This design comes from an exercise in tuning for small area and a short achievable clock period on the open sky130 flow, not from production work.
Only simulation tests tie the RTL to the original design; equivalence was not proved.
The flow treats the clock pin as an ideal source. Dropping or thinning the clock tree relies on that and would not hold on a real chip.
No activity file was given, so power comes from the tool's default toggle rates.

==> flow/design.v (excerpt) <==
module fifo_regs_no_flags #(
    parameter g_WIDTH = 8,   
    parameter g_DEPTH = 32   
)(
    input wire i_rst_sync,                 
    input wire i_clk,                      
    input wire i_wr_en,                    
    input wire [g_WIDTH-1:0] i_wr_data,    
    output wire o_full,                    
    input wire i_rd_en,                    
    output wire [g_WIDTH-1:0] o_rd_data,   
    output wire o_empty                    
);
    localparam NLO = 8;
    localparam NHI = g_DEPTH / NLO;
    reg [g_WIDTH-1:0] r_SR [0:g_DEPTH-2];
    reg [g_WIDTH-1:0] r_HEAD;
    reg [NLO-1:0] r_LO;
    reg [NHI-1:0] r_HI;
    reg r_EMPTY;     
    reg r_FULL;      
    reg r_LE1;       
    wire w_WR = i_wr_en && !r_FULL;
    wire w_RD = i_rd_en && !r_EMPTY;
    wire w_UP = w_WR && !w_RD;
    wire w_DN = w_RD && !w_WR;
    wire w_N1  = r_LO[NLO-1] && r_HI[NHI-1];    
    wire w_N2  = r_LO[0]     && r_HI[0];        
    wire w_NF1 = r_LO[NLO-3] && r_HI[NHI-1];    
    reg [g_WIDTH-1:0] w_NEXT;
    reg [g_WIDTH-1:0] w_GRP;
    integer g, l;
    always @(*) begin
        w_NEXT = {g_WIDTH{1'b0}};
        for (g = 0; g < NHI; g = g + 1) begin
            w_GRP = {g_WIDTH{1'b0}};
            for (l = 0; l < NLO; l = l + 1)
                if (NLO*g + l < g_DEPTH-1)
                    w_GRP = w_GRP | ({g_WIDTH{r_LO[l]}} & r_SR[NLO*g + l]);
            w_NEXT = w_NEXT | ({g_WIDTH{r_HI[g]}} & w_GRP);
        end
    end
    integer i;
    always @(posedge i_clk) begin
        if (w_WR) begin
            r_SR[0] <= i_wr_data;
            for (i = 1; i < g_DEPTH-1; i = i + 1)
                r_SR[i] <= r_SR[i-1];
        end
        if (r_EMPTY || i_rd_en)
            r_HEAD <= r_LE1 ? i_wr_data : w_NEXT;
    end
    wire [NLO-1:0] w_LO_L = {r_LO[NLO-2:0], r_LO[NLO-1]};    
    wire [NLO-1:0] w_LO_R = {r_LO[0], r_LO[NLO-1:1]};        
    wire [NHI-1:0] w_HI_L = r_LO[NLO-1] ? {r_HI[NHI-2:0], r_HI[NHI-1]} : r_HI;
    wire [NHI-1:0] w_HI_R = r_LO[0]     ? {r_HI[0], r_HI[NHI-1:1]}     : r_HI;
    always @(posedge i_clk) begin
        if (i_rst_sync) begin
            r_LO    <= {2'b01, {(NLO-2){1'b0}}};
            r_HI    <= {1'b1, {(NHI-1){1'b0}}};
  ...
Settings: LEC_CHECK=0, ABC_CLOCK_PERIOD_IN_PS=1800, CAP_MARGIN=20, CORE_MARGIN=2, CORE_UTILIZATION=40, CTS_BUF_LIST=sky130_fd_sc_hd__clkbuf_8 sky130_fd_sc_hd__clkbuf_16, CTS_CLUSTER_DIAMETER=100, CTS_CLUSTER_SIZE=24, SETUP_SLACK_MARGIN=1.8, SLEW_MARGIN=20; clock period 3.6 ns.
standard.sh (not shown) runs the stock make flow with config.mk's settings and CLKGATE_MAP_FILE= SYNTH_SCRIPT=/design/flow/synth_recipe.tcl, a recipe that flattens the netlist after the stock synthesis.
==> flow/flow/run.sh <==
#!/bin/bash
# The standard layout (standard.sh) with two changes:
#  - buffer_ports puts buf_4 cells on the ports, not the slow clock-delay
#    buffer it picks by default;
#  - after clock tree synthesis, clock_roots.tcl replaces the buffers above
#    the leaf clock buffers by four buffers driven by the clock port.
# Every tool's full output is in orfs/logs/; the whole run is also in run.log.
set -euo pipefail
export BUFFER_PORTS_ARGS="-buffer_cell sky130_fd_sc_hd__buf_4"
export CTS_ARGS="-sink_clustering_enable -repair_clock_nets -sink_clustering_size 24 -sink_clustering_max_diameter 100 -buf_list {sky130_fd_sc_hd__clkbuf_8 sky130_fd_sc_hd__clkbuf_16} -dont_use_dummy_load"
export POST_CTS_TCL="$PWD/flow/clock_roots.tcl"
bash standard.sh finish > run.log 2>&1
Other scripts of this flow, unchanged in this note and not shown: flow/flow/clock_roots.tcl
==> next run, changes <==
Settings changed: SETUP_SLACK_MARGIN 1.8 to 2.0.
Result: Setup slack barely changes. Power rises by 1.6%. Routed wire length rises by 9.5%. Flip-flop and latch count stays the same.

-- what the ideal ports hide --
No port has a modelled driver above. Below, the same layouts with a new extraction and two added sets of constraints.
Step 1 assumes that a clkbuf_16 drives the clock port and a buf_2 every other input.
Step 2, shift: input delay + t, output delay - t, t = (earliest + latest rising clock arrival at the registers) / 2. This alone moves slack from input paths to output paths.
Three values: ideal, step 1, step 2; two values: the first two.
run	t, ns	setup WS [ns]	hold WS [ns]	clock arrival spread, ns	cell pins on the clock port's net
the first run	0.375	1.862 / 1.862 / 1.589	0.408 / 0.408 / 0.408	0.047 / 0.048	4
the second run	0.377	1.862 / 1.862 / 1.589	0.411 / 0.411 / 0.411	0.052 / 0.051	4
After both steps setup and hold are still met in every run listed.
